From an optimization exercise on the open Yosys and OpenROAD flow, aimed at small area; shortcuts taken in it are not production practice.
At most, simulation tests tie the RTL to the original design; equivalence was not proved.
The RTL of runs 1 to 5 was laid out without a check of its function.
Power is estimated from default activity; no workload was simulated.

==> flow/config.mk <==
export PLATFORM = sky130hd
export DESIGN_NAME = act_n_weight_ctrlr
export DESIGN_NICKNAME = act_n_weight_ctrlr
export VERILOG_FILES = /design/flow/design.v
export SDC_FILE = /design/flow/constraint.sdc
export NUM_CORES = 4
export LEC_CHECK = 0
export CAP_MARGIN = 20
export CORE_MARGIN = 2
export CORE_UTILIZATION = 40
export SLEW_MARGIN = 20
==> flow/constraint.sdc <==
create_clock -name core_clock -period 15.0 [get_ports {clk}]
set_input_delay 3.0000 -clock core_clock [delete_from_list [all_inputs] [get_ports {clk}]]
set_output_delay 3.0000 -clock core_clock [all_outputs]
set_load 0.01 [all_outputs]
==> flow/design.v <==
`timescale 1ns / 1ps
module act_n_weight_ctrlr #(
    parameter ADDR_IN           = 20,
    parameter ADDR_W            = 18,
    parameter ACT_PER_CORE      = 11,
    parameter WEIGHT_PER_CORE   = 9,
    parameter NUM_DENSE_CORE    = 8,
    parameter NUM_SPARSE_CORE   = 4,
    parameter INPUT_BW          = 8,
    parameter OUTPUT_BW         = 8
)(
    input                       clk,
    input                       resetn,
    input  wire start,
    output wire done,
    input  wire [9:0] TOTAL_IC,
    input  wire [5:0] OC,
    input  wire [5:0] IMG_H,
    input  wire [5:0] IMG_W,
    input  wire [2:0] K,
    input  wire signed [INPUT_BW-1:0]   input_mem_data,
    output wire [ADDR_IN-1:0]           input_mem_addr,
    output                              input_mem_en,
    input  wire signed [INPUT_BW-1:0]   weight_mem_data,
    output wire [ADDR_W-1:0]            weight_mem_addr,
    output                              weight_mem_en,
    output wire signed [INPUT_BW-1:0]   act_row_mem_data,
    output wire [ACT_PER_CORE-1:0]      act_row_mem_addr,
    output wire signed [INPUT_BW-1:0]       weight_row_mem_data,
    output wire [WEIGHT_PER_CORE-1:0]       weight_row_mem_addr,
    input wire [NUM_DENSE_CORE-1:0]     which_dense_core_done,
    input wire [NUM_SPARSE_CORE-1:0]    which_sparse_core_done,
    output wire [NUM_DENSE_CORE-1:0]        which_dense_core_start,
    output wire [NUM_SPARSE_CORE-1:0]       which_sparse_core_start
    );
    function [20:0] radd;
        input [19:0] a;
        input [19:0] b;
        input        ci;
        integer i;
        reg c;
        begin
            c = ci;
            for (i = 0; i < 20; i = i + 1) begin
                radd[i] = a[i] ^ b[i] ^ c;
                c = (a[i] & b[i]) | (c & (a[i] ^ b[i]));
            end
            radd[20] = c;
        end
    endfunction
    localparam IDLE                 = 3'd0;
    localparam SPARSE_CHECK         = 3'd1;
    localparam DENSE_CORE_CHECK     = 3'd2;
    localparam SPARSE_CORE_CHECK    = 3'd3;
    localparam LOAD_DENSE_DATA      = 3'd4;
    localparam LOAD_SPARSE_DATA     = 3'd5;
    localparam IS_DONE              = 3'd6;
    localparam DONE                 = 3'd7;
    reg [2:0] state;
    wire st_idle  = (state == IDLE);
    wire st_sc    = (state == SPARSE_CHECK);
    wire st_dcc   = (state == DENSE_CORE_CHECK);
    wire st_scc   = (state == SPARSE_CORE_CHECK);
    wire st_load  = (state == LOAD_DENSE_DATA) || (state == LOAD_SPARSE_DATA);
    wire st_isd   = (state == IS_DONE);
    wire        k3   = K[1];
    wire [20:0] wm1_s  = radd({14'd0, IMG_W}, {14'd0, {5{~k3}}, 1'b1}, 1'b0);
    wire [20:0] hm1_s  = radd({14'd0, IMG_H}, {14'd0, {5{~k3}}, 1'b1}, 1'b0);
    wire [5:0]  wm1  = wm1_s[5:0];                                   
    wire [5:0]  hm1  = hm1_s[5:0];                                   
    wire [20:0] tm1_s  = radd({10'd0, TOTAL_IC}, {10'd0, 10'h3ff}, 1'b0);
    wire [9:0]  tm1  = tm1_s[9:0];                                   
    wire [20:0] kkt1_s = radd({10'd0, tm1}, {7'd0, k3 ? {tm1, 3'b0} : 13'd0}, 1'b0);
    wire [12:0] kkt1 = kkt1_s[12:0];                                 
    wire [20:0] wpc_s  = radd({14'd0, OC}, {11'd0, k3 ? {OC, 3'b0} : 9'd0}, 1'b0);
    wire [8:0]  wpc  = wpc_s[8:0];                                   
    wire        one_one = ~k3 & (OC == 6'd1) & (IMG_H == 6'd1) & (IMG_W == 6'd1);
    reg        was_dense_core_q;
    reg [1:0]  ic_per_core_cnt;
    reg [5:0]  sparsity_cnt;         
    reg [5:0]  sparse_amount;        
    reg [19:0] input_mem_addr_reg;
    reg [17:0] weight_addr;
    reg [12:0] weight_base;          
    reg [3:0]  weight_ic_cnt;
    reg [8:0]  weight_per_core_cnt;
    reg        weight_full;          
    reg        load_q;               
    reg [10:0] input_per_core_cnt_delay;
    reg [8:0]  weight_per_core_cnt_delay;
    reg [NUM_DENSE_CORE-1:0]   dense_core_ready;
    reg [NUM_SPARSE_CORE-1:0]  sparse_core_ready;
    reg [2:0]  dense_core_check_cnt;
    reg [1:0]  sparse_core_check_cnt;
    reg        get_core, get_core_delay, start_pulse;
    reg [2:0]  granted_core;
    wire col_last = (sparsity_cnt == wm1);
    wire row_last = (sparse_amount == hm1);
    wire act_last = col_last & row_last;
    wire [20:0] scnt_inc_s = radd({14'd0, sparsity_cnt}, 20'd0, 1'b1);
    wire [5:0]  scnt_inc   = scnt_inc_s[5:0];
    wire [20:0] amt_inc_s  = radd({14'd0, sparse_amount}, 20'd0, st_load | (input_mem_data == 0));
    wire [5:0]  amt_inc    = amt_inc_s[5:0];
    wire [20:0] dec_s      = radd({13'd0, sparse_amount, 1'b0}, {13'd0, 1'b1, ~wm1}, 1'b1);
    wire        go_sparse  = dec_s[7];
    wire [20:0] wpc_inc_s = radd({11'd0, weight_per_core_cnt}, 20'd0, 1'b1);
    wire [8:0]  wpc_inc   = wpc_inc_s[8:0];
    wire       w_last    = weight_full | (wpc_inc == wpc);
    wire       w_step    = st_load & ~weight_full;
    wire       ic_wrap   = ~k3 | weight_ic_cnt[3];
    wire [20:0] ic_inc_s = radd({16'd0, weight_ic_cnt}, 20'd0, 1'b1);
    wire [20:0] base_next_s = radd({7'd0, weight_base}, {16'd0, k3, 3'b001}, 1'b0);
    wire [12:0] base_next   = base_next_s[12:0];
    wire        tile_last   = (weight_base == kkt1) | (one_one & (base_next == kkt1));
    wire [20:0] wa_s = radd({2'd0, weight_addr}, {7'd0, ic_wrap ? kkt1 : 13'd0}, 1'b1);
    wire sc_count  = st_sc & (ic_per_core_cnt == 2'd0);
    wire in_rewind = sc_count & col_last;
    wire in_step   = st_load | (sc_count & ~col_last);
    wire [20:0] in_s = radd(input_mem_addr_reg, in_rewind ? {14'h3fff, ~wm1} : 20'd0, in_step | in_rewind);
    wire [20:0] ipc_s = radd({9'd0, input_per_core_cnt_delay}, 20'd0, 1'b1);
    wire [10:0] input_per_core_cnt = load_q ? ipc_s[10:0] : 11'd0;
    assign done             = (state == DONE);
    assign input_mem_en     = ~st_idle;
    assign weight_mem_en    = ~st_idle;
    assign input_mem_addr   = input_mem_addr_reg;
    assign weight_mem_addr  = weight_addr;
    assign act_row_mem_data    = input_mem_data;
    assign act_row_mem_addr    = input_per_core_cnt_delay;
    assign weight_row_mem_data = weight_mem_data;
    assign weight_row_mem_addr = weight_per_core_cnt_delay;
    assign which_dense_core_start  = (start_pulse &  was_dense_core_q) ? (8'd1 << granted_core) : 8'd0;
    assign which_sparse_core_start = (start_pulse & ~was_dense_core_q) ? (4'd1 << granted_core[1:0]) : 4'd0;
    reg [2:0] n_state;
    always @(*) begin
        case (state)
        IDLE              : n_state = start ? SPARSE_CHECK : IDLE;
        SPARSE_CHECK      : begin
            if (ic_per_core_cnt != 2'd0)
                n_state = was_dense_core_q ? LOAD_DENSE_DATA : LOAD_SPARSE_DATA;
            else if (col_last)
                n_state = go_sparse ? SPARSE_CORE_CHECK : DENSE_CORE_CHECK;
            else
                n_state = SPARSE_CHECK;
        end
        DENSE_CORE_CHECK  : n_state = get_core ? LOAD_DENSE_DATA : DENSE_CORE_CHECK;
        SPARSE_CORE_CHECK : n_state = get_core ? LOAD_SPARSE_DATA : SPARSE_CORE_CHECK;
        LOAD_DENSE_DATA   : n_state = (act_last & w_last) ? IS_DONE : LOAD_DENSE_DATA;
        LOAD_SPARSE_DATA  : n_state = (act_last & w_last) ? IS_DONE : LOAD_SPARSE_DATA;
        IS_DONE           : n_state = tile_last ? DONE : SPARSE_CHECK;
        default           : n_state = IDLE;
        endcase
    end
    always @(posedge clk or negedge resetn) begin
        if (~resetn) state <= IDLE;
        else         state <= n_state;
    end
    always @(posedge clk) begin
        if (sc_count) begin
            sparsity_cnt  <= scnt_inc;
            sparse_amount <= amt_inc;
        end
        else if (st_load) begin
            if (~col_last)
                sparsity_cnt <= scnt_inc;
            else if (~row_last) begin
                sparsity_cnt  <= 6'd0;
                sparse_amount <= amt_inc;
            end
        end
        else begin
            sparsity_cnt  <= 6'd0;
            sparse_amount <= 6'd0;
        end
    end
    always @(posedge clk) begin
        if (st_idle) begin
            input_mem_addr_reg <= 20'd0;
            weight_addr        <= 18'd0;
            weight_base        <= 13'd0;
        end
        else begin
            input_mem_addr_reg <= in_s[19:0];
            if (w_step)
                weight_addr <= wa_s[17:0];
            else if (st_isd)
                weight_addr <= {5'd0, base_next};
            if (st_isd) weight_base <= base_next;
        end
        weight_ic_cnt <= (w_step & ~ic_wrap) ? ic_inc_s[3:0] : 4'd0;
    end
    always @(posedge clk or negedge resetn) begin
        if (~resetn) begin
            weight_per_core_cnt       <= 9'd0;
            weight_full               <= 1'b0;
            load_q                    <= 1'b0;
            input_per_core_cnt_delay  <= 11'd0;
            weight_per_core_cnt_delay <= 9'd0;
        end
        else begin
            weight_per_core_cnt       <= st_load ? (weight_full ? weight_per_core_cnt : wpc_inc) : 9'd0;
            weight_full               <= st_load & w_last;
            load_q                    <= st_load;
            input_per_core_cnt_delay  <= input_per_core_cnt;
            weight_per_core_cnt_delay <= weight_per_core_cnt;
        end
    end
    always @(posedge clk) begin
        if (state == LOAD_DENSE_DATA)       was_dense_core_q <= 1'b1;
        else if (state == LOAD_SPARSE_DATA) was_dense_core_q <= 1'b0;
        if (st_idle)     ic_per_core_cnt <= 2'd0;
        else if (st_isd) ic_per_core_cnt <= (~k3 & ~ic_per_core_cnt[1]) ? {ic_per_core_cnt[0], ~ic_per_core_cnt[0]} : 2'd0;
    end
    wire dense_busy  = dense_core_ready[dense_core_check_cnt];
    wire sparse_busy = sparse_core_ready[sparse_core_check_cnt];
    always @(posedge clk or negedge resetn) begin
        if (~resetn) begin
            dense_core_ready  <= 0;
            sparse_core_ready <= 0;
            get_core          <= 1'b0;
            get_core_delay    <= 1'b0;
            start_pulse       <= 1'b0;
        end
        else begin
            get_core_delay <= get_core;
            start_pulse    <= get_core_delay;
            if (st_dcc) begin
                if (which_dense_core_done[dense_core_check_cnt])
                    dense_core_ready[dense_core_check_cnt] <= 1'b0;
                if (~dense_busy & ~get_core) begin
                    get_core <= 1'b1;
                    dense_core_ready[dense_core_check_cnt] <= 1'b1;
                end
                else get_core <= 1'b0;
            end
            else if (st_scc) begin
                if (which_sparse_core_done[sparse_core_check_cnt])
                    sparse_core_ready[sparse_core_check_cnt] <= 1'b0;
                if (~sparse_busy & ~get_core) begin
                    get_core <= 1'b1;
                    sparse_core_ready[sparse_core_check_cnt] <= 1'b1;
                end
                else get_core <= 1'b0;
            end
            else get_core <= 1'b0;
        end
    end
    wire [20:0] dcnt_inc = radd({17'd0, dense_core_check_cnt}, 20'd0, 1'b1);
    wire [20:0] scnt2_inc = radd({18'd0, sparse_core_check_cnt}, 20'd0, 1'b1);
    always @(posedge clk) begin
        if (st_idle) begin
            dense_core_check_cnt  <= 3'd0;
            sparse_core_check_cnt <= 2'd0;
        end
        else if (st_dcc) begin
            if (~get_core | (dense_core_check_cnt == 3'd7))
                dense_core_check_cnt <= dcnt_inc[2:0];
        end
        else if (st_scc) begin
            if (~get_core | (sparse_core_check_cnt == 2'd3))
                sparse_core_check_cnt <= scnt2_inc[1:0];
        end
        if ((st_dcc & ~dense_busy & ~get_core) | (st_scc & ~sparse_busy & ~get_core))
            granted_core <= st_dcc ? dense_core_check_cnt : {1'b0, sparse_core_check_cnt};
    end
endmodule
==> flow/run.sh <==
#!/bin/bash
# synth_recipe.tcl (not shown) runs the flow's synth.tcl, then flattens the netlist and writes it again
# the make line also repeats each setting of config.mk as NAME=value (left out here)
make -C /OpenROAD-flow-scripts/flow DESIGN_CONFIG=/design/flow/config.mk WORK_HOME=/design/flow/orfs CLKGATE_MAP_FILE= SYNTH_SCRIPT=/design/flow/synth_recipe.tcl finish
==> impl_metrics.toml, run 1 <==
[route]
vias = 5756
routed_wl_microns = 17400
viasPerCell = 4.91
avgRoutedWirePerCell_microns = 14.8
drt_iter0_markers = 280
drtAntennaViolNets = 0
drc = 0
firstDrtPassIters = 4

[worst_hold_path]
whs_path_depth = 0
hp-class = "register to register"

[floorplanning]
dieArea_sq_mm = 0.0210
start_util = 0.409
pin_count = 151
dieWidth_microns = 145
fp-row-count = 51
die_h_microns = 145
core_area_sq_mm = 0.0195

[synthesis]
async_flop_share = 0.386
syn_inst = 779
synth_top_area_share = 0.159
ys_warn_count = 1
yosysMostFrequentCell = "ha_1"
synth_top_area_cell = "dfxtp_1"
synth_common_cells = "84 x ha_1, 75 x nand2_1, 63 x dfxtp_1, 63 x nor2_1, 49 x dfrtp_1"
synth_flop_cell = "dfxtp_1"
synth.top_cells.by_area = "dfxtp_1 16%, dfrtp_1 15%, ha_1 13%"
postSynthRegisterBits = 127
mappedNetlistNets = 960
netlist_area_sq_mm = 0.00796
synth.yosys.seq_area_share = 0.369
synth.distinct_cells = 54
avgSynthCellArea_sq_um = 10.2
synth-edff-count = 15

[worst_setup_path]
worstSetupPathType = "primary input to register"
arrival_ns = 12.72
max_stage_delay_ns = 0.57
cp_max_fo = 15
worstPathRequired_ns = 15.28
cpMostUsedCell = "ha_1"
reg2reg_depth = 38
critPathCaptureType = "register"
crit_slowest_cell = "clkdlybuf4s50_1"
start_kind = "primary input"

[sta]
setup-violations-final = 0
setup_tns_ns = 0
period_needed_ns = 12.44
finalHoldViolCount = 0
tightest_slew_ns = 0.859
rsz0062_at_grt = "no"
fmax_ghz = 0.0804
drv_slew = 0
max_slew_margin = 0.421
fin_skew_ns = 0.0147
finalCritPeriodShare = 0.829

[pwr]
p_total_mw = 1.37
worst_ir_drop_vdd_mv = 0.0959
power_density_mw_per_mm2 = 136
leakage_nw = 4.74

[clock_network]
hold_buffers = 0
clkSinkCount = 127
cts_made_buffers = 17
clk_pin_slew_ns = 0.06
tritoncts = "yes"
clockBufferDepth = 2
cts_resized = 0
cts_setup_buffers = 0
clock_latency_ns = 0.42
clockRootBuffer = "clkbuf_16"
htree_levels = 4

[flow_run]
drv_cap = 0

[run_status]
outcome = "finished clean"

[grt]
grt.total_usage = 0.173
grt_start_max_net_pins = 57
grt_pass1_vias = 5814
grt.overflow.total = 0
grt_pass1_wl_microns = 29400
antenna_found_initial = 0

[cells_and_area]
fin_nets = 1076
drive_gt1_frac = 0.0617
largest_reg_flops = 20
area_growth_pct = 26.6
antenna-diode-count = 0

[place]
hpwl_microns = 12900
io_buffers = 132
place.gp.congestion = 0.830
[worst max-delay path, delay by kind of cell]
kind	cells	cell delay, ns
adders and majority gates	23	5.94
AOI/OAI and AO/OA	12	1.82
xor gates and xnor gates	3	0.61
buffers and inverters	3	0.90
and+or+nand+nor	3	0.28
muxes	1	0.16
[worst paths after layout]
kind / end / from / slack [ns]
min in group asynchronous: weight_per_core_cnt_delay[7] / resetn / 2.67
worst max-delay path: input_mem_addr_reg[19] / K[1] / 2.56
max in group asynchronous: state[2] / resetn / 11.90
worst min-delay path: start_pulse / get_core_delay / 0.37
worst max register to register: input_mem_addr_reg[19] / state[1] / 5.80
worst min register to register: start_pulse / get_core_delay / 0.37
[where the power goes]
group	internal [mW]	switching, mW
Sequential	0.417	0.0736
Combinational	0.210	0.232
Clock	0.273	0.161
Total	0.900	0.467
[logic make-up after synthesis]
| kind of cell | synth area share |
|---|---|
| and+or+nand+nor | 0.166 |
| adders and majority gates | 0.220 |
| muxes | 0.0335 |
| DFF | 0.369 |
| AOI/OAI and AO/OA | 0.0716 |
| xor gates and xnor gates | 0.0904 |
| buffers and inverters | 0.0486 |
[layout make-up]
class | count | area, sq um
flip-flops and latches | 127 | 2940
clock inverters | 9 | 88.8
well taps | 265 | 332
multi-input cells | 568 | 4640
repair buffers | 141 | 1380
fillers | 1842 | 9390
inverters | 40 | 150
clock buffers | 23 | 543
[routing by layer]
metal	global-route usage	vias to the layer above	share of wire
li1	-	2859	-
met1	0.236	2731	0.48
met2	0.271	138	0.45
met3	0.0355	28	0.047
met4	0.0644	0	0.020
met5	0	-	0
[through the flow]
stage          setup slack (ns)  cells  cell area (sq um)  utilization  hold WS [ns]
3_5_place_dp               2.04   1141               9440        0.485         0.360
5_1_grt                    1.96   1173              10100        0.517         0.379
6_report                   2.56   1173              10100        0.517         0.372
3_3_place_gp               2.14   1141               9440        0.485         0.359
4_1_cts                    2.48   1173              10100        0.517         0.374
2_1_floorplan              2.80    779               7960            -         0.331
[layout by cell type (no fill, tap or decap), types with 2 or more instances in the layout]
cell type and n:
clkdlybuf4s50_1 131, ha_1 84, nand2_1 75, nor2_1 63, dfxtp_1 63, dfrtp_1 49
xor2_1 46, inv_1 39, fa_1 35, nor2b_1 33, xnor2_1 29, and2_1 25
clkbuf_16 21, a21oi_1 18, o21ai_0 16, nor3_1 16, a21o_1 15, edfxtp_1 15
a31oi_1 12, mux2i_1 12, a22o_1 12, nor4_1 10, nand3_1 9, buf_4 9
nand2b_1 8, and3_1 6, mux4_2 6, a22oi_1 4, nand4_1 3, or4_1 3
or2_2 2, nor4b_1 2, o32ai_1 2, nand3b_1 2, o21bai_1 2, clkinv_4 2
inv_4 2, clkinvlp_4 2
==> run 2, diff against run 1 <==
--- a/flow/config.mk
+++ b/flow/config.mk
@@ -9,3 +9,4 @@
 export CORE_MARGIN = 2
 export CORE_UTILIZATION = 40
+export CTS_BUF_LIST = sky130_fd_sc_hd__clkbuf_8
 export SLEW_MARGIN = 20
==> run 2 against run 1 <==
Against the previous run:
- register-to-register slack about the same
- synthesized cell count unchanged
- design area decreased by 1.7%
- core utilization decreased by 0.88 points
- setup slack improved by 0.010 ns
- critical path depth unchanged
- via count decreased by 0.45%
- worst hold slack improved by 0.0071 ns
- routed wire length decreased by 0.59%
- global-route usage about the same
- clock skew increased by 0.0044 ns
- critical path type unchanged
- largest cell class unchanged
==> impl_metrics.toml, run 2 <==
[pwr]
leakage_nw = 4.67
seqPwrFrac = 0.383
power_density_mw_per_mm2 = 129
net-switching-power_mw = 0.451
p_int_mw = 0.829
worst_ir_drop_vdd_mv = 0.0710
swShare = 0.353
clkPwrFrac = 0.272
combinationalPowerShare = 0.345

[synthesis]
synth.distinct_cells = 54
synth.top_cells.by_area = "dfxtp_1 16%, dfrtp_1 15%, ha_1 13%"
async_flop_share = 0.386
syn_inst = 779
synth-edff-count = 15
synth_common_cells = "84 x ha_1, 75 x nand2_1, 63 x dfxtp_1, 63 x nor2_1, 49 x dfrtp_1"
ys_warn_count = 1
mappedNetlistNets = 960
yosysMostFrequentCell = "ha_1"
netlist_area_sq_mm = 0.00796
synth_top_area_cell = "dfxtp_1"
synth.yosys.seq_area_share = 0.369
postSynthRegisterBits = 127
synth_flop_cell = "dfxtp_1"
avgSynthCellArea_sq_um = 10.2
synth_top_area_share = 0.159

[clock_network]
htree_levels = 4
clkSinkCount = 127
clk_pin_slew_ns = 0.08
cts_made_buffers = 17
clockRootBuffer = "clkbuf_8"
clockBufferDepth = 2
cts_setup_buffers = 0
tritoncts = "yes"
clock_latency_ns = 0.45
hold_buffers = 0
cts_resized = 0

[sta]
setup-violations-final = 0
tightest_slew_ns = 0.855
finalHoldViolCount = 0
fin_skew_ns = 0.0191
max_slew_margin = 0.424
setup_tns_ns = 0
fin_ws_ns = 2.57
period_needed_ns = 12.43
rsz0062_at_grt = "no"
finalCritPeriodShare = 0.829
fmax_ghz = 0.0805
drv_slew = 0

[route]
drtAntennaViolNets = 0
viasPerCell = 4.88
avgRoutedWirePerCell_microns = 14.7
drc = 0
drt_iter0_markers = 307
vias = 5730
firstDrtPassIters = 4
routed_wl_microns = 17300

[grt]
antenna_found_initial = 0
grt_pass1_vias = 5784
grt_start_max_net_pins = 57
grt_pass1_wl_microns = 29300
grt.total_usage = 0.172
grt.overflow.total = 0

[cells_and_area]
antenna-diode-count = 0
fin_nets = 1076
layout_common_cells = "131 x clkdlybuf4s50_1, 84 x ha_1, 75 x nand2_1"
design_area_sq_mm = 0.00990
fin_cells = 1173
largest_reg_flops = 20
area_growth_pct = 24.4
drive_gt1_frac = 0.0617
final_common_cell = "clkdlybuf4s50_1"
finish.utilization = 0.509

[floorplanning]
dieArea_sq_mm = 0.0210
dieWidth_microns = 145
pin_count = 151
core_area_sq_mm = 0.0195
fp-row-count = 51
die_h_microns = 145
start_util = 0.409

[worst_setup_path]
start_kind = "primary input"
critPathCaptureType = "register"
worstSetupPathType = "primary input to register"
crit_slowest_cell = "clkdlybuf4s50_1"
cp_max_fo = 15
arrival_ns = 12.74
max_stage_delay_ns = 0.58
worstPathRequired_ns = 15.31
cpMostUsedCell = "ha_1"

[place]
dp.cells = 1141
pre_cts_ws_ns = 2.04
dpl_cell_area_sq_mm = 0.00944
io_buffers = 132
place.gp.congestion = 0.830
hpwl_microns = 12900

[flow_run]
drv_cap = 0

[worst_hold_path]
hp-class = "register to register"

[run_status]
outcome = "finished clean"
==> run 2: cell type report <==
type | instances | area, sq um
Inverter | 40 | 150
Clock buffer | 18 | 248
Fill cell | 1854 | 9560
Sequential cell | 127 | 2940
Multi-Input combinational cell | 568 | 4640
Tap cell | 265 | 332
Clock inverter | 14 | 213
Timing Repair Buffer | 141 | 1380
==> run 2: through the flow <==
stage               hold WS, ns  total power, mW
CTS                       0.379             1.30
detailed placement        0.360            0.943
global placement          0.359            0.938
floorplan                 0.331            0.764
finish                    0.379             1.28
global route              0.386             1.37
==> run 2: final timing paths <==
check	from	to	slack, ns	cells after the start
max in group asynchronous	resetn	input_per_core_cnt_delay[7]	11.94	2
min in group asynchronous	resetn	weight_per_core_cnt_delay[7]	2.64	2
setup reg to reg	state[1]	input_mem_addr_reg[19]	5.81	38
setup / recovery	K[1]	input_mem_addr_reg[19]	2.57	45
hold / removal	get_core_delay	start_pulse	0.38	0
hold reg to reg	get_core_delay	start_pulse	0.38	0
==> run 2: cell families (layout without fill, tap and decap cells) <==
family                     Yosys count  in the layout  share of synthesized area
adders and majority gates          119            119                      0.220
DFF                                127            127                      0.369
and+or+nand+nor                    265            265                      0.166
muxes                               19             19                     0.0335
xor gates and xnor gates            78             78                     0.0904
buffers and inverters               84            213                     0.0486
AOI/OAI and AO/OA                   87             87                     0.0716
==> run 2: worst max-delay path, delay by kind of cell <==
family                   cells  cell delay [ns]
adder cells (fa/ha/maj)     23             5.95
buffers and inverters        3             0.91
AO/OA/AOI/OAI               12             1.82
XOR/XNOR                     3             0.61
AND/OR/NAND/NOR              3             0.28
multiplexers                 1             0.16
==> run 2: layer usage <==
metal / part of all wire / routed length, microns / vias up / GRT usage
li1: - / - / 2857 / -
met1: 0.50 / 8580 / 2723 / 0.236
met2: 0.44 / 7680 / 125 / 0.271
met3: 0.040 / 685 / 25 / 0.0377
met4: 0.018 / 316 / 0 / 0.0584
met5: 0 / 0 / - / 0
==> run 2: power groups by stage <==
| stage | Combinational (mW) | Clock (mW) | Sequential (mW) |
|---|---|---|---|
| after detailed placement | 0.445 | 0 | 0.498 |
| final | 0.441 | 0.349 | 0.490 |
| after floorplan | 0.280 | 0 | 0.484 |
| after global routing | 0.494 | 0.374 | 0.502 |
| after CTS | 0.448 | 0.358 | 0.491 |
| after global placement | 0.439 | 0 | 0.498 |
==> run 3, diff against run 2 <==
--- a/flow/config.mk
+++ b/flow/config.mk
@@ -9,4 +9,5 @@
 export CORE_MARGIN = 2
 export CORE_UTILIZATION = 40
-export CTS_BUF_LIST = sky130_fd_sc_hd__clkbuf_8
+export CTS_BUF_LIST = sky130_fd_sc_hd__clkbuf_4 sky130_fd_sc_hd__clkbuf_8
+export CTS_CLUSTER_SIZE = 10
 export SLEW_MARGIN = 20
==> run 3 against run 2 <==
Against the previous run:
- synthesized area unchanged
- via count about the same
- combinational power about the same
- power up 0.20%
- still clean
- count of clock-buffer cells in the layout up 1
- die area did not move
- core utilization barely moved
- worst hold slack about the same
- global-route usage unchanged
==> impl_metrics.toml, run 3 <==
[sta]
fin_skew_ns = 0.0192
period_needed_ns = 12.43
tightest_slew_ns = 0.850
drv_slew = 0
setup-violations-final = 0
finalHoldViolCount = 0
finalCritPeriodShare = 0.829
rsz0062_at_grt = "no"
fmax_ghz = 0.0804
setup_tns_ns = 0
max_slew_margin = 0.427

[synthesis]
synth.distinct_cells = 54
synth_flop_cell = "dfxtp_1"
synth-edff-count = 15
async_flop_share = 0.386
postSynthRegisterBits = 127
mappedNetlistNets = 960
avgSynthCellArea_sq_um = 10.2
synth_top_area_cell = "dfxtp_1"
netlist_area_sq_mm = 0.00796
synth.yosys.seq_area_share = 0.369
synth_common_cells = "84 x ha_1, 75 x nand2_1, 63 x dfxtp_1, 63 x nor2_1, 49 x dfrtp_1"
synth_top_area_share = 0.159
yosysMostFrequentCell = "ha_1"
syn_inst = 779
ys_warn_count = 1
synth.top_cells.by_area = "dfxtp_1 16%, dfrtp_1 15%, ha_1 13%"

[floorplanning]
dieArea_sq_mm = 0.0210
start_util = 0.409
pin_count = 151
fp-row-count = 51
die_h_microns = 145
dieWidth_microns = 145
core_area_sq_mm = 0.0195

[clock_network]
tritoncts = "yes"
cts_made_buffers = 17
cts_setup_buffers = 0
cts_resized = 0
clk_pin_slew_ns = 0.08
htree_levels = 4
clockBufferDepth = 2
hold_buffers = 0
clkSinkCount = 127
clock_latency_ns = 0.45
clockRootBuffer = "clkbuf_8"

[cells_and_area]
ff_latch_area_sq_mm = 0.00294
design_area_sq_mm = 0.00990
largest_reg_flops = 20
fin_nets = 1076
multi_input_area_sq_mm = 0.00464
drive_gt1_frac = 0.0628
fin_cells = 1173
layout_common_cells = "131 x clkdlybuf4s50_1, 84 x ha_1, 75 x nand2_1"
final_common_cell = "clkdlybuf4s50_1"
fillCellCount = 1852
antenna-diode-count = 0
area_growth_pct = 24.5

[worst_setup_path]
worstPathRequired_ns = 15.31
crit_slowest_cell = "clkdlybuf4s50_1"
arrival_ns = 12.74
cp_max_fo = 15
critPathCaptureType = "register"
critPathTopFamily = "adder cells"
start_kind = "primary input"
cpMostUsedCell = "ha_1"
critical_path_buf_inv_count = 3
ff2ff_setup_slack_ns = 5.84
worstSetupPathType = "primary input to register"
max_stage_delay_ns = 0.57

[pwr]
seqPwrFrac = 0.382
leakage_nw = 4.67
clkPwrFrac = 0.274
power_density_mw_per_mm2 = 129
p_int_mw = 0.831
combinationalPowerShare = 0.344
net-switching-power_mw = 0.451
worst_ir_drop_vdd_mv = 0.0709
swShare = 0.352

[run_status]
outcome = "finished clean"

[grt]
grt_pass1_vias = 5784
grt_pass1_wl_microns = 29300
antenna_found_initial = 0
grt.overflow.total = 0
grt.total_usage = 0.172
grt_start_max_net_pins = 57

[route]
routed_wl_microns = 17300
firstDrtPassIters = 4
viasPerCell = 4.88
drtAntennaViolNets = 0
avgRoutedWirePerCell_microns = 14.7
vias = 5725
drt_iter0_markers = 306
drc = 0

[place]
place.gp.congestion = 0.830
hpwl_microns = 12900
io_buffers = 132
dp.cells = 1141
dpl_cell_area_sq_mm = 0.00944

[worst_hold_path]
hp-class = "register to register"

[flow_run]
drv_cap = 0
[run 3: cell counts after synthesis]
No cell type changed its count.
[run 3: final timing paths]
kind                            cells past startpoint      startpoint                            to
worst max-delay path                               45            K[1]        input_mem_addr_reg[19]
worst min-delay path                                0  get_core_delay                   start_pulse
worst max register to register                     38        state[1]        input_mem_addr_reg[19]
worst min register to register                      0  get_core_delay                   start_pulse
max in group asynchronous                           2          resetn          sparse_core_ready[3]
min in group asynchronous                           2          resetn  weight_per_core_cnt_delay[7]
[run 3: through the flow]
stage                     setup slack, ns  hold slack (ns)   util  total power [mW]
after floorplan                      2.80            0.331      -             0.764
after global placement               2.14            0.359  0.485             0.938
after detailed placement             2.04            0.360  0.485             0.943
after CTS                            2.52            0.379  0.509              1.30
after global routing                 2.01            0.386  0.509              1.37
final                                2.57            0.379  0.509              1.28
[run 3: area by class of cell]
cell class | count | share of cell area
timing repair buffer | 141 | 0.140
clock buffer | 19 | 0.0258
tap | 265 | 0.0335
inverter | 40 | 0.0152
clock inverter | 13 | 0.0211
sequential | 127 | 0.297
multi-input combinational | 568 | 0.468
[run 3: logic make-up after synthesis]
logic type,Yosys count,synth area share
AO/OA/AOI/OAI,87,0.0716
buffers and inverters,84,0.0486
adder cells (fa/ha/maj),119,0.220
AND/OR/NAND/NOR,265,0.166
flip-flops,127,0.369
XOR/XNOR,78,0.0904
multiplexers,19,0.0335
[run 3: metal layers]
layer | track usage | vias to the layer above | routed length, microns
li1 | - | 2858 | -
met4 | 0.0584 | 0 | 316
met5 | 0 | - | 0
met1 | 0.236 | 2720 | 8570
met3 | 0.0377 | 25 | 677
met2 | 0.271 | 122 | 7710
[run 3: power by group through the flow]
stage | logic (mW) | registers, mW | clock network, mW
floorplan | 0.280 | 0.484 | 0
global placement | 0.439 | 0.498 | 0
detailed placement | 0.445 | 0.498 | 0
CTS | 0.448 | 0.491 | 0.360
global route | 0.494 | 0.502 | 0.376
finish | 0.442 | 0.490 | 0.351
[run 3: worst reg2reg max path: cells and delay by family, from the launching register on]
kind,cells,cell delay (ns)
compound gates,12,1.82
xor+xnor,1,0.15
fa+ha+maj,19,4.56
buf+inv,2,0.57
flops,1,0.62
mux,1,0.16
simple gates,3,1.14
==> run 4, diff against run 3 <==
--- a/flow/design.v
+++ b/flow/design.v
@@ -66,5 +66,4 @@
     wire        k3   = K[1];
     wire [20:0] wm1_s  = radd({14'd0, IMG_W}, {14'd0, {5{~k3}}, 1'b1}, 1'b0);
-    wire [20:0] hm1_s  = radd({14'd0, IMG_H}, {14'd0, {5{~k3}}, 1'b1}, 1'b0);
     wire [5:0]  wm1  = wm1_s[5:0];                                   
     wire [5:0]  hm1  = hm1_s[5:0];                                   
@@ -93,8 +92,8 @@
     reg [2:0]  dense_core_check_cnt;
     reg [1:0]  sparse_core_check_cnt;
-    reg        get_core, get_core_delay, start_pulse;
+    reg        get_core;
     reg [2:0]  granted_core;
     wire col_last = (sparsity_cnt == wm1);
-    wire row_last = (sparse_amount == hm1);
+    wire row_last = (sparse_amount == IMG_H);
     wire act_last = col_last & row_last;
     wire [20:0] scnt_inc_s = radd({14'd0, sparsity_cnt}, 20'd0, 1'b1);
@@ -108,6 +107,6 @@
     wire       w_last    = weight_full | (wpc_inc == wpc);
     wire       w_step    = st_load & ~weight_full;
-    wire       ic_wrap   = ~k3 | weight_ic_cnt[3];
-    wire [20:0] ic_inc_s = radd({16'd0, weight_ic_cnt}, 20'd0, 1'b1);
+    wire       ic_wrap   = ~k3 | (weight_ic_cnt[3] & ~weight_ic_cnt[1] & ~weight_ic_cnt[0]);
+    wire [3:0] ic_inc_s  = {weight_ic_cnt[2:0], ~(weight_ic_cnt[3] ^ weight_ic_cnt[2])};
     wire [20:0] base_next_s = radd({7'd0, weight_base}, {16'd0, k3, 3'b001}, 1'b0);
     wire [12:0] base_next   = base_next_s[12:0];
@@ -120,4 +119,5 @@
     wire [20:0] ipc_s = radd({9'd0, input_per_core_cnt_delay}, 20'd0, 1'b1);
     wire [10:0] input_per_core_cnt = load_q ? ipc_s[10:0] : 11'd0;
+    wire start_pulse = load_q & (input_per_core_cnt_delay == 11'd0) & (ic_per_core_cnt == 2'd0);
     assign done             = (state == DONE);
     assign input_mem_en     = ~st_idle;
@@ -170,5 +170,5 @@
         else begin
             sparsity_cnt  <= 6'd0;
-            sparse_amount <= 6'd0;
+            sparse_amount <= (st_dcc | st_scc | st_sc) ? {{5{k3}}, 1'b1} : 6'd0;
         end
     end
@@ -218,10 +218,6 @@
             sparse_core_ready <= 0;
             get_core          <= 1'b0;
-            get_core_delay    <= 1'b0;
-            start_pulse       <= 1'b0;
-        end
-        else begin
-            get_core_delay <= get_core;
-            start_pulse    <= get_core_delay;
+        end
+        else begin
             if (st_dcc) begin
                 if (which_dense_core_done[dense_core_check_cnt])
--- a/flow/config.mk
+++ b/flow/config.mk
@@ -9,5 +9,4 @@
 export CORE_MARGIN = 2
 export CORE_UTILIZATION = 40
-export CTS_BUF_LIST = sky130_fd_sc_hd__clkbuf_4 sky130_fd_sc_hd__clkbuf_8
-export CTS_CLUSTER_SIZE = 10
+export CTS_BUF_LIST = sky130_fd_sc_hd__clkbuf_8
 export SLEW_MARGIN = 20
==> run 4 against run 3 <==
Against the previous run:
- final cell count fell by 2.5%
- synthesized area fell by 1.4%
- die area fell by 1.4%
- combinational power rose by 6.3%
- highest routed layer unchanged
- design area fell by 2.7%
- synthesized cell count fell by 3.0%
- largest power group unchanged
- count of clock-buffer cells in the layout rose by 4
- core utilization fell by 1.0 points
- critical path type unchanged
- setup slack improved by 0.024 ns
==> impl_metrics.toml, run 4 <==
[run_status]
outcome = "finished clean"

[cells_and_area]
layout_common_cells = "131 x clkdlybuf4s50_1, 83 x ha_1, 63 x dfxtp_1"
finish.utilization = 0.498
fin_nets = 1044
antenna-diode-count = 0
area_growth_pct = 22.9
fillCellCount = 1818
largest_reg_flops = 20
fin_cells = 1144
drive_gt1_frac = 0.0546
design_area_sq_mm = 0.00964
final_common_cell = "clkdlybuf4s50_1"

[synthesis]
synth_flop_cell = "dfxtp_1"
ys_warn_count = 3
synth-edff-count = 15
avgSynthCellArea_sq_um = 10.4
yosysMostFrequentCell = "ha_1"
synth_top_area_share = 0.161
postSynthRegisterBits = 125
synth.distinct_cells = 49
synth_top_area_cell = "dfxtp_1"
syn_inst = 756
async_flop_share = 0.376
mappedNetlistNets = 932
synth_common_cells = "83 x ha_1, 63 x dfxtp_1, 61 x nor2_1, 47 x dfrtp_1, 42 x nand2_1"
synth.top_cells.by_area = "dfxtp_1 16%, dfrtp_1 15%, ha_1 13%"
synth.yosys.seq_area_share = 0.368
netlist_area_sq_mm = 0.00784

[clock_network]
clk_pin_slew_ns = 0.07
clockBufferDepth = 2
clkSinkCount = 125
clock_latency_ns = 0.44
cts_resized = 0
cts_setup_buffers = 0
clockRootBuffer = "clkbuf_8"
htree_levels = 4
tritoncts = "yes"
cts_made_buffers = 17
hold_buffers = 0

[pwr]
p_total_mw = 1.24
power_density_mw_per_mm2 = 128
leakage_nw = 4.50
worst_ir_drop_vdd_mv = 0.0967

[grt]
grt.total_usage = 0.176
grt_pass1_wl_microns = 28100
antenna_found_initial = 0
grt_start_max_net_pins = 48
grt.overflow.total = 0
grt_pass1_vias = 5462

[floorplanning]
start_util = 0.406
dieWidth_microns = 144
pin_count = 151
die_h_microns = 144
core_area_sq_mm = 0.0193
fp-row-count = 51
dieArea_sq_mm = 0.0207

[worst_setup_path]
worstPathRequired_ns = 15.31
arrival_ns = 12.72
worstSetupPathType = "primary input to register"
crit_slowest_cell = "fa_1"
start_kind = "primary input"
max_stage_delay_ns = 0.52
cp_max_fo = 16
critPathCaptureType = "register"
cpMostUsedCell = "ha_1"

[route]
firstDrtPassIters = 5
drt_iter0_markers = 292
viasPerCell = 4.94
vias = 5653
avgRoutedWirePerCell_microns = 15.0
routed_wl_microns = 17100
drc = 0
drtAntennaViolNets = 0

[sta]
tightest_slew_ns = 0.914
setup_tns_ns = 0
fin_skew_ns = 0.00884
fin_ws_ns = 2.59
holdWs_ns = 0.414
rsz0062_at_grt = "no"
finalCritPeriodShare = 0.827
setup-violations-final = 0
period_needed_ns = 12.41
fmax_ghz = 0.0806
max_slew_margin = 0.388
finalHoldViolCount = 0
drv_slew = 0

[place]
dpl_cell_area_sq_mm = 0.00929
place.gp.congestion = 0.817
dp.cells = 1114
io_buffers = 132
pre_cts_ws_ns = 2.03
hpwl_microns = 13000

[flow_run]
drv_cap = 0

[worst_hold_path]
hp-class = "register to register"
-- run 4: changes by cell type after synthesis, sizes merged, moves of 5 or more --
cell | previous run | this run
a22oi | 4 | 15
a22o | 12 | 23
nor3 | 17 | 24
xor2 | 46 | 40
and2 | 25 | 20
a31oi | 12 | 3
nand2 | 75 | 42
-- run 4: layer usage --
| layer | GRT usage | share of wire | vias up |
|---|---|---|---|
| met3 | 0.0493 | 0.066 | 24 |
| li1 | - | - | 2801 |
| met2 | 0.250 | 0.42 | 138 |
| met4 | 0.0599 | 0.019 | 0 |
| met1 | 0.255 | 0.50 | 2690 |
| met5 | 0 | 0 | - |
-- run 4: cell type report --
type,instances,area (sq um),share of cell area
Timing Repair Buffer,139,1370,0.142
Tap cell,265,332,0.0344
Sequential cell,125,2890,0.300
Clock buffer,23,317,0.0328
Inverter,41,154,0.0160
Clock inverter,7,28.8,0.00299
Multi-Input combinational cell,544,4550,0.472
-- run 4: power breakdown --
group / switching [mW] / internal [mW]
combinational: 0.208 / 0.262
sequential: 0.0750 / 0.427
clock: 0.129 / 0.135
-- run 4: logic make-up after synthesis --
logic type | after synthesis | synth area share
buf+inv | 87 | 0.0531
compound gates | 102 | 0.0898
flops | 125 | 0.368
xor+xnor | 76 | 0.0913
simple gates | 231 | 0.149
fa+ha+maj | 114 | 0.212
mux | 21 | 0.0367
-- run 4: worst paths after layout --
| kind | startpoint | to | slack (ns) | cells past startpoint |
|---|---|---|---|---|
| hold / removal | weight_per_core_cnt[1] | weight_per_core_cnt_delay[1] | 0.41 | 0 |
| min in group asynchronous | resetn | sparse_core_ready[2] | 2.65 | 2 |
| setup / recovery | K[1] | input_mem_addr_reg[19] | 2.59 | 44 |
| setup reg to reg | state[0] | input_mem_addr_reg[19] | 6.97 | 37 |
| hold reg to reg | weight_per_core_cnt[1] | weight_per_core_cnt_delay[1] | 0.41 | 0 |
| max in group asynchronous | resetn | weight_per_core_cnt[6] | 11.92 | 2 |
-- run 4: worst max-delay path: cells and delay by family --
kind	cells	cell delay [ns]
AO/OA/AOI/OAI	12	1.82
XOR/XNOR	3	0.59
adder cells (fa/ha/maj)	22	5.86
buffers and inverters	3	0.97
multiplexers	1	0.16
AND/OR/NAND/NOR	3	0.32
==> run 5, diff against run 4 <==
==> flow/flow/run.sh (new file) <==
#!/bin/bash
set -euo pipefail
export BUFFER_PORTS_ARGS="-buffer_cell sky130_fd_sc_hd__buf_1"
export CTS_ARGS="-sink_clustering_enable -repair_clock_nets -buf_list sky130_fd_sc_hd__clkbuf_8 -dont_use_dummy_load"
bash standard.sh > flow_make.log 2>&1
==> flow/standard.sh (new file) <==
#!/bin/bash
# synth_recipe.tcl (not shown) runs the flow's synth.tcl, then flattens the netlist and writes it again
# the make line also repeats each setting of config.mk as NAME=value (left out here)
make -C /OpenROAD-flow-scripts/flow DESIGN_CONFIG=/design/flow/config.mk WORK_HOME=/design/flow/orfs CLKGATE_MAP_FILE= SYNTH_SCRIPT=/design/flow/synth_recipe.tcl "${@:-finish}"
--- a/flow/config.mk
+++ b/flow/config.mk
@@ -9,4 +9,3 @@
 export CORE_MARGIN = 2
 export CORE_UTILIZATION = 40
-export CTS_BUF_LIST = sky130_fd_sc_hd__clkbuf_8
 export SLEW_MARGIN = 20
removed: flow/run.sh
==> run 5 against run 4 <==
Against the previous run:
- setup slack better by 0.37 ns
- maximum frequency up 3.1%
- critical path type unchanged
- register-to-register slack worse by 0.03 ns
- highest routed layer unchanged
- flip-flop and latch count unchanged
- first-iteration DRC count up 18%
==> impl_metrics.toml, run 5 <==
[pwr]
leakage_nw = 4.08
worst_ir_drop_vdd_mv = 0.0851
power_density_mw_per_mm2 = 127
combinationalPowerShare = 0.354
net-switching-power_mw = 0.394
p_int_mw = 0.714
swShare = 0.356
seqPwrFrac = 0.453
clkPwrFrac = 0.193

[sta]
fin_skew_ns = 0.0191
setup-violations-final = 0
setup_tns_ns = 0
tightest_slew_ns = 1.06
holdWs_ns = 0.399
drv_slew = 0
finalCritPeriodShare = 0.802
finalHoldViolCount = 0
max_slew_margin = 0.292
period_needed_ns = 12.04
rsz0062_at_grt = "no"
fmax_ghz = 0.0831

[floorplanning]
die_h_microns = 144
core_area_sq_mm = 0.0193
fp-row-count = 51
dieWidth_microns = 144
dieArea_sq_mm = 0.0207
pin_count = 151
start_util = 0.406

[run_status]
outcome = "finished clean"

[synthesis]
synth_flop_cell = "dfxtp_1"
synth_common_cells = "83 x ha_1, 63 x dfxtp_1, 61 x nor2_1, 47 x dfrtp_1, 42 x nand2_1"
synth_top_family_by_area = "adder cells"
synthMuxAreaShare = 0.0367
synth-edff-count = 15
synth-adder-area-share = 0.212
async_flop_share = 0.376
synth-simple-area-share = 0.149
synth_top_area_share = 0.161
ys_warn_count = 3
netlist_area_sq_mm = 0.00784
synth.top_cells.by_area = "dfxtp_1 16%, dfrtp_1 15%, ha_1 13%"
synth_compound_area_frac = 0.0898
synth.distinct_cells = 49
synth.yosys.seq_area_share = 0.368
syn_inst = 756
postSynthRegisterBits = 125
yosysMostFrequentCell = "ha_1"
synthXorXnorAreaFrac = 0.0913
avgSynthCellArea_sq_um = 10.4
mappedNetlistNets = 932
synth_top_area_cell = "dfxtp_1"

[route]
drtAntennaViolNets = 0
drc = 0
avgRoutedWirePerCell_microns = 15.0
routed_wl_microns = 16900
vias = 5586
viasPerCell = 4.94
firstDrtPassIters = 4
drt_iter0_markers = 345

[clock_network]
clockRootBuffer = "clkbuf_8"
clk_pin_slew_ns = 0.06
hold_buffers = 0
cts_made_buffers = 17
cts_resized = 0
clock_latency_ns = 0.44
tritoncts = "yes"
clkSinkCount = 125
htree_levels = 4
clockBufferDepth = 2
cts_setup_buffers = 0

[worst_setup_path]
crit_slowest_cell = "fa_1"
critPathCaptureType = "register"
critPathTopFamily = "adder cells"
worstSetupPathType = "primary input to register"
worstPathRequired_ns = 15.31
cp_max_fo = 16
max_stage_delay_ns = 0.51
cpMostUsedCell = "ha_1"
ff2ff_setup_slack_ns = 6.94
critical_path_buf_inv_count = 3
arrival_ns = 12.35
start_kind = "primary input"

[cells_and_area]
area_growth_pct = 11.0
layout_common_cells = "131 x buf_1, 83 x ha_1, 63 x dfxtp_1"
drive_gt1_frac = 0.0450
fillCellCount = 1893
final_common_cell = "buf_1"
fin_nets = 1044
antenna-diode-count = 0
multi_input_area_sq_mm = 0.00455
largest_reg_flops = 20
ff_latch_area_sq_mm = 0.00289

[grt]
grt_pass1_vias = 5409
grt_start_max_net_pins = 48
grt.overflow.total = 0
antenna_found_initial = 0
grt.total_usage = 0.171
grt_pass1_wl_microns = 27500

[place]
place.gp.congestion = 0.797
io_buffers = 132
hpwl_microns = 12900

[worst_hold_path]
hp-class = "register to register"

[flow_run]
drv_cap = 0
==> run 5: cell counts after synthesis <==
Identical to the previous run, type by type.
==> run 5: worst paths after layout <==
| path | cells after the start | to | startpoint |
|---|---|---|---|
| min in group asynchronous | 2 | sparse_core_ready[1] | resetn |
| hold / removal | 0 | weight_per_core_cnt_delay[1] | weight_per_core_cnt[1] |
| hold reg to reg | 0 | weight_per_core_cnt_delay[1] | weight_per_core_cnt[1] |
| max in group asynchronous | 2 | weight_per_core_cnt[1] | resetn |
| setup reg to reg | 37 | input_mem_addr_reg[19] | state[0] |
| setup / recovery | 44 | input_mem_addr_reg[19] | K[1] |
==> run 5: cell families after synthesis <==
logic type / Yosys count
muxes: 21
and+or+nand+nor: 231
AOI/OAI and AO/OA: 102
buffers and inverters: 87
DFF: 125
xor gates and xnor gates: 76
adders and majority gates: 114
==> run 5: power by group through the flow <==
stage	clock network (mW)	logic, mW	registers, mW
4_1_cts	0.224	0.401	0.503
5_1_grt	0.235	0.464	0.514
6_report	0.213	0.392	0.502
3_5_place_dp	0	0.398	0.510
3_3_place_gp	0	0.396	0.507
2_1_floorplan	0	0.274	0.513
==> run 5: stage by stage <==
step | std cells | util | setup slack (ns) | total power, mW | cell area, sq um
finish | 1131 | 0.450 | 2.96 | 1.11 | 8700
global route | 1131 | 0.450 | 2.39 | 1.21 | 8700
CTS | 1131 | 0.450 | 2.91 | 1.13 | 8700
detailed placement | 1114 | 0.438 | 2.46 | 0.907 | 8470
global placement | 1114 | 0.438 | 2.56 | 0.903 | 8470
floorplan | 756 | - | 3.14 | 0.787 | 7840
==> run 5: metal layers <==
metal,track usage,vias to the layer above,part of all wire
li1,-,2790,-
met1,0.240,2649,0.49
met2,0.261,131,0.43
met3,0.0444,16,0.058
met4,0.0511,0,0.015
met5,0,-,0
==> run 5: layout make-up <==
class,count,area share
Inverter,41,0.0177
Multi-Input combinational cell,544,0.522
Timing Repair Buffer,139,0.0631
Clock buffer,17,0.0269
Tap cell,265,0.0381
Sequential cell,125,0.332
==> run 6, diff against run 5 <==
--- a/flow/design.v
+++ b/flow/design.v
@@ -67,11 +67,11 @@
     wire [20:0] wm1_s  = radd({14'd0, IMG_W}, {14'd0, {5{~k3}}, 1'b1}, 1'b0);
     wire [5:0]  wm1  = wm1_s[5:0];                                   
-    wire [5:0]  hm1  = hm1_s[5:0];                                   
     wire [20:0] tm1_s  = radd({10'd0, TOTAL_IC}, {10'd0, 10'h3ff}, 1'b0);
     wire [9:0]  tm1  = tm1_s[9:0];                                   
     wire [20:0] kkt1_s = radd({10'd0, tm1}, {7'd0, k3 ? {tm1, 3'b0} : 13'd0}, 1'b0);
     wire [12:0] kkt1 = kkt1_s[12:0];                                 
-    wire [20:0] wpc_s  = radd({14'd0, OC}, {11'd0, k3 ? {OC, 3'b0} : 9'd0}, 1'b0);
-    wire [8:0]  wpc  = wpc_s[8:0];                                   
+    wire [20:0] ocm1_s = radd({14'd0, OC}, {14'd0, 6'h3f}, 1'b0);
+    wire [20:0] wpcm1_s = radd({14'd0, ocm1_s[5:0]}, {11'd0, k3 ? {OC, 3'b0} : 9'd0}, 1'b0);
+    wire [8:0]  wpcm1  = wpcm1_s[8:0];                               
     wire        one_one = ~k3 & (OC == 6'd1) & (IMG_H == 6'd1) & (IMG_W == 6'd1);
     reg        was_dense_core_q;
@@ -83,6 +83,6 @@
     reg [12:0] weight_base;          
     reg [3:0]  weight_ic_cnt;
-    reg [8:0]  weight_per_core_cnt;
     reg        weight_full;          
+    reg        weight_full_q;
     reg        load_q;               
     reg [10:0] input_per_core_cnt_delay;
@@ -93,5 +93,5 @@
     reg [1:0]  sparse_core_check_cnt;
     reg        get_core;
-    reg [2:0]  granted_core;
+    reg        granted_last;         
     wire col_last = (sparsity_cnt == wm1);
     wire row_last = (sparse_amount == IMG_H);
@@ -103,7 +103,7 @@
     wire [20:0] dec_s      = radd({13'd0, sparse_amount, 1'b0}, {13'd0, 1'b1, ~wm1}, 1'b1);
     wire        go_sparse  = dec_s[7];
-    wire [20:0] wpc_inc_s = radd({11'd0, weight_per_core_cnt}, 20'd0, 1'b1);
-    wire [8:0]  wpc_inc   = wpc_inc_s[8:0];
-    wire       w_last    = weight_full | (wpc_inc == wpc);
+    wire [20:0] wpc_inc_s = radd({11'd0, weight_per_core_cnt_delay}, 20'd0, 1'b1);
+    wire [8:0]  weight_per_core_cnt = ~load_q ? 9'd0 : weight_full_q ? weight_per_core_cnt_delay : wpc_inc_s[8:0];
+    wire       w_last    = weight_full | (weight_per_core_cnt == wpcm1);
     wire       w_step    = st_load & ~weight_full;
     wire       ic_wrap   = ~k3 | (weight_ic_cnt[3] & ~weight_ic_cnt[1] & ~weight_ic_cnt[0]);
@@ -129,6 +129,10 @@
     assign weight_row_mem_data = weight_mem_data;
     assign weight_row_mem_addr = weight_per_core_cnt_delay;
-    assign which_dense_core_start  = (start_pulse &  was_dense_core_q) ? (8'd1 << granted_core) : 8'd0;
-    assign which_sparse_core_start = (start_pulse & ~was_dense_core_q) ? (4'd1 << granted_core[1:0]) : 4'd0;
+    wire [7:0] dcnt_hot = 8'd1 << dense_core_check_cnt;
+    wire [3:0] scnt_hot = 4'd1 << sparse_core_check_cnt;
+    assign which_dense_core_start  = (start_pulse &  was_dense_core_q) ?
+        {dcnt_hot[0] & granted_last, dcnt_hot[0] & ~granted_last, dcnt_hot[6:1]} : 8'd0;
+    assign which_sparse_core_start = (start_pulse & ~was_dense_core_q) ?
+        {scnt_hot[0] & granted_last, scnt_hot[0] & ~granted_last, scnt_hot[2:1]} : 4'd0;
     reg [2:0] n_state;
     always @(*) begin
@@ -191,6 +195,4 @@
     always @(posedge clk or negedge resetn) begin
         if (~resetn) begin
-            weight_per_core_cnt       <= 9'd0;
-            weight_full               <= 1'b0;
             load_q                    <= 1'b0;
             input_per_core_cnt_delay  <= 11'd0;
@@ -198,10 +200,12 @@
         end
         else begin
-            weight_per_core_cnt       <= st_load ? (weight_full ? weight_per_core_cnt : wpc_inc) : 9'd0;
-            weight_full               <= st_load & w_last;
             load_q                    <= st_load;
             input_per_core_cnt_delay  <= input_per_core_cnt;
             weight_per_core_cnt_delay <= weight_per_core_cnt;
         end
+    end
+    always @(posedge clk) begin
+        weight_full   <= st_load & w_last;
+        weight_full_q <= weight_full;
     end
     always @(posedge clk) begin
@@ -217,28 +221,20 @@
             dense_core_ready  <= 0;
             sparse_core_ready <= 0;
-            get_core          <= 1'b0;
-        end
-        else begin
-            if (st_dcc) begin
-                if (which_dense_core_done[dense_core_check_cnt])
-                    dense_core_ready[dense_core_check_cnt] <= 1'b0;
-                if (~dense_busy & ~get_core) begin
-                    get_core <= 1'b1;
-                    dense_core_ready[dense_core_check_cnt] <= 1'b1;
-                end
-                else get_core <= 1'b0;
-            end
-            else if (st_scc) begin
-                if (which_sparse_core_done[sparse_core_check_cnt])
-                    sparse_core_ready[sparse_core_check_cnt] <= 1'b0;
-                if (~sparse_busy & ~get_core) begin
-                    get_core <= 1'b1;
-                    sparse_core_ready[sparse_core_check_cnt] <= 1'b1;
-                end
-                else get_core <= 1'b0;
-            end
-            else get_core <= 1'b0;
-        end
-    end
+        end
+        else if (st_dcc) begin
+            if (which_dense_core_done[dense_core_check_cnt])
+                dense_core_ready[dense_core_check_cnt] <= 1'b0;
+            if (~dense_busy & ~get_core)
+                dense_core_ready[dense_core_check_cnt] <= 1'b1;
+        end
+        else if (st_scc) begin
+            if (which_sparse_core_done[sparse_core_check_cnt])
+                sparse_core_ready[sparse_core_check_cnt] <= 1'b0;
+            if (~sparse_busy & ~get_core)
+                sparse_core_ready[sparse_core_check_cnt] <= 1'b1;
+        end
+    end
+    always @(posedge clk)
+        get_core <= ~get_core & ((st_dcc & ~dense_busy) | (st_scc & ~sparse_busy));
     wire [20:0] dcnt_inc = radd({17'd0, dense_core_check_cnt}, 20'd0, 1'b1);
     wire [20:0] scnt2_inc = radd({18'd0, sparse_core_check_cnt}, 20'd0, 1'b1);
@@ -256,6 +252,6 @@
                 sparse_core_check_cnt <= scnt2_inc[1:0];
         end
-        if ((st_dcc & ~dense_busy & ~get_core) | (st_scc & ~sparse_busy & ~get_core))
-            granted_core <= st_dcc ? dense_core_check_cnt : {1'b0, sparse_core_check_cnt};
+        if (get_core)
+            granted_last <= st_dcc ? (dense_core_check_cnt == 3'd0) : (sparse_core_check_cnt == 2'd0);
     end
 endmodule
==> run 6 against run 5 <==
Against the previous run:
- critical path depth stayed put
- setup slack worse by 0.57 ns
- highest routed layer unchanged
- largest cell class unchanged
- combinational power increased by 1%
==> impl_metrics.toml, run 6 <==
[run_status]
outcome = "finished clean"

[synthesis]
synthMuxAreaShare = 0.0350
avgSynthCellArea_sq_um = 10.1
mappedNetlistNets = 943
synth_top_family_by_area = "adder cells"
synth.distinct_cells = 56
synthXorXnorAreaFrac = 0.0858
synth-edff-count = 13
synth-adder-area-share = 0.229
synth_flop_cell = "dfxtp_1"
synth_top_area_share = 0.172
async_flop_share = 0.313
synth_top_area_cell = "dfxtp_1"
ys_warn_count = 1
postSynthRegisterBits = 115
netlist_area_sq_mm = 0.00769
synth.yosys.seq_area_share = 0.340
synth.top_cells.by_area = "dfxtp_1 17%, ha_1 15%, dfrtp_1 12%"
synth_common_cells = "91 x ha_1, 66 x dfxtp_1, 60 x nor2_1, 50 x inv_1, 42 x xor2_1"
yosysMostFrequentCell = "ha_1"
synth_compound_area_frac = 0.0986
synth-simple-area-share = 0.154
syn_inst = 759

[route]
wl_met3_microns = 1020
wl_met1_microns = 8640
vias = 5647
firstDrtPassIters = 4
drt_iter0_markers = 244
routed-wl-met2_microns = 7830
dr.max_layer_used = "met4"
drc = 0
avgRoutedWirePerCell_microns = 16.1
drtAntennaViolNets = 0
routed_wl_microns = 17700
viasPerCell = 5.12

[worst_setup_path]
worstPathRequired_ns = 15.30
cpMostUsedCell = "ha_1"
cp_max_fo = 11
cp-endpoint = "input_mem_addr_reg[19]"
ff2ff_setup_slack_ns = 6.80
critPathCaptureType = "register"
critical_path_buf_inv_count = 2
arrival_ns = 12.91
crit_slowest_cell = "buf_1"
worstSetupPathType = "primary input to register"
reg2reg_depth = 37
start_kind = "primary input"
max_stage_delay_ns = 0.49
reg2reg_from = "sparsity_cnt[5]"
critPathLaunch = "K[1]"
critPathTopFamily = "adder cells"
cp.depth = 44
worstReg2RegEnd = "input_mem_addr_reg[19]"

[place]
io_buffers = 132
place.gp.congestion = 0.813
hpwl_microns = 13500

[pwr]
net-switching-power_mw = 0.389
swShare = 0.366
clkPwrFrac = 0.197
seqPwrFrac = 0.430
worst_ir_drop_vdd_mv = 0.0566
combinationalPowerShare = 0.373
leakage_nw = 4.09
p_int_mw = 0.673
power_density_mw_per_mm2 = 125

[grt]
antenna_found_initial = 0
grt_pass1_vias = 5667
grt.overflow.total = 0
grt.total_usage = 0.183
grt_pass1_wl_microns = 28900
grt_start_max_net_pins = 46

[clock_network]
tritoncts = "yes"
clk_pin_slew_ns = 0.06
clockBufferDepth = 2
clockRootBuffer = "clkbuf_8"
cts_resized = 0
clkSinkCount = 115
hold_buffers = 0
clock_latency_ns = 0.43
htree_levels = 4
cts_made_buffers = 17
cts_setup_buffers = 0

[floorplanning]
die_h_microns = 143
start_util = 0.410
dieWidth_microns = 143
core_area_sq_mm = 0.0188
fp-row-count = 50
dieArea_sq_mm = 0.0203
pin_count = 151

[flow_run]
drv_cap = 0

[cells_and_area]
multi_input_area_sq_mm = 0.00465
antenna-diode-count = 0
layout_common_cells = "131 x buf_1, 91 x ha_1, 66 x dfxtp_1"
area_growth_pct = 10.8
fin_nets = 1054
ff_latch_area_sq_mm = 0.00261
largest_reg_flops = 20
fillCellCount = 1854
final_common_cell = "buf_1"
drive_gt1_frac = 0.0495

[sta]
period_needed_ns = 12.61
setup-violations-final = 0
setup_tns_ns = 0
rsz0062_at_grt = "no"
fmax_ghz = 0.0793
fin_skew_ns = 0.0222
finalCritPeriodShare = 0.840
max_slew_margin = 0.288
drv_slew = 0
holdWs_ns = 0.450
tightest_slew_ns = 1.06
finalHoldViolCount = 0

[worst_hold_path]
hp-class = "register to register"
==> run 6: cell count changes in the layout (fill, tap and decap cells not counted), moves of 4 or more <==
cell | before | now
nor3_1 | 22 | 17
xnor2_1 | 32 | 28
ha_1 | 83 | 91
inv_1 | 40 | 50
dfrtp_1 | 47 | 36
and3_1 | 7 | 13
==> run 6: final cells by class <==
class | count | area share
Clock buffer | 17 | 0.0275
Inverter | 50 | 0.0220
Multi-Input combinational cell | 548 | 0.546
Sequential cell | 115 | 0.307
Tap cell | 234 | 0.0344
Timing Repair Buffer | 138 | 0.0636
==> run 6: how the worst min path moves through the flow <==
stage,endpoint,slack (ns),cells past startpoint,from
CTS,weight_full_q,0.45,0,weight_full
finish,weight_full_q,0.45,0,weight_full
global route,weight_full_q,0.46,0,weight_full
detailed placement,weight_full_q,0.45,0,weight_full
floorplan,weight_full_q,0.38,0,weight_full
global placement,weight_full_q,0.45,0,weight_full
==> run 6: logic make-up (layout without fill, tap and decap cells) <==
logic type | Yosys count | in the layout
and+or+nand+nor | 227 | 227
adders and majority gates | 122 | 122
DFF | 115 | 115
AOI/OAI and AO/OA | 108 | 108
buffers and inverters | 96 | 205
xor gates and xnor gates | 72 | 72
muxes | 19 | 19
==> run 6: through the flow <==
stage	power, mW	setup slack [ns]	cell area (sq um)	std cells	utilization
4_1_cts	1.08	2.32	8510	1102	0.454
3_3_place_gp	0.851	2.07	8280	1085	0.441
6_report	1.06	2.39	8510	1102	0.454
5_1_grt	1.16	1.79	8510	1102	0.454
2_1_floorplan	0.736	2.83	7690	759	-
3_5_place_dp	0.862	1.88	8280	1085	0.441
==> run 6: routing by layer <==
layer  vias to the layer above  track usage
li1                       2787            -
met2                       145        0.275
met3                        18       0.0486
met1                      2697        0.256
met5                         -            0
met4                         0       0.0604
==> run 6: power by group through the flow <==
stage	clock network, mW	registers (mW)	logic (mW)
after floorplan	0	0.473	0.263
after global placement	0	0.461	0.390
after detailed placement	0	0.464	0.398
after CTS	0.217	0.458	0.402
after global routing	0.231	0.468	0.462
final	0.209	0.456	0.396

-- what the ideal ports hide --
The flow's constraints put no driver on any port. The routed layouts listed below were extracted and timed again, unchanged, in two steps.
Step 1 (the two cells are an assumption about what drives the block):
set clk [get_ports {clk}]
set_driving_cell -lib_cell sky130_fd_sc_hd__clkbuf_16 $clk
set_driving_cell -lib_cell sky130_fd_sc_hd__buf_2 [delete_from_list [all_inputs] $clk]
Step 2 moves the port delays by t, midway between the first and last clock arrival at a register: inputs arrive t later, outputs are due t later. That takes back most of the time a late clock gives input paths.
a / b / c = ideal ports / drivers / drivers and shift; a / b = the first two.
run | shift t [ns] | slack for setup (ns) | clock arrival spread, ns | worst slew at a driven data input, ns
run 1 | 0.462 | 2.560 / 2.576 / 2.114 | 0.016 / 0.016 | 0.08
run 2 | 0.485 | 2.570 / 2.584 / 2.098 | 0.019 / 0.019 | 0.07
run 3 | 0.485 | 2.568 / 2.581 / 2.096 | 0.020 / 0.019 | 0.07
run 4 | 0.478 | 2.592 / 2.609 / 2.130 | 0.010 / 0.009 | 0.07
run 5 | 0.471 | 2.963 / 2.974 / 2.503 | 0.022 / 0.022 | 0.07
run 6 | 0.464 | 2.395 / 2.409 / 1.945 | 0.030 / 0.030 | 0.06
After both steps setup and hold are still met in every run listed.
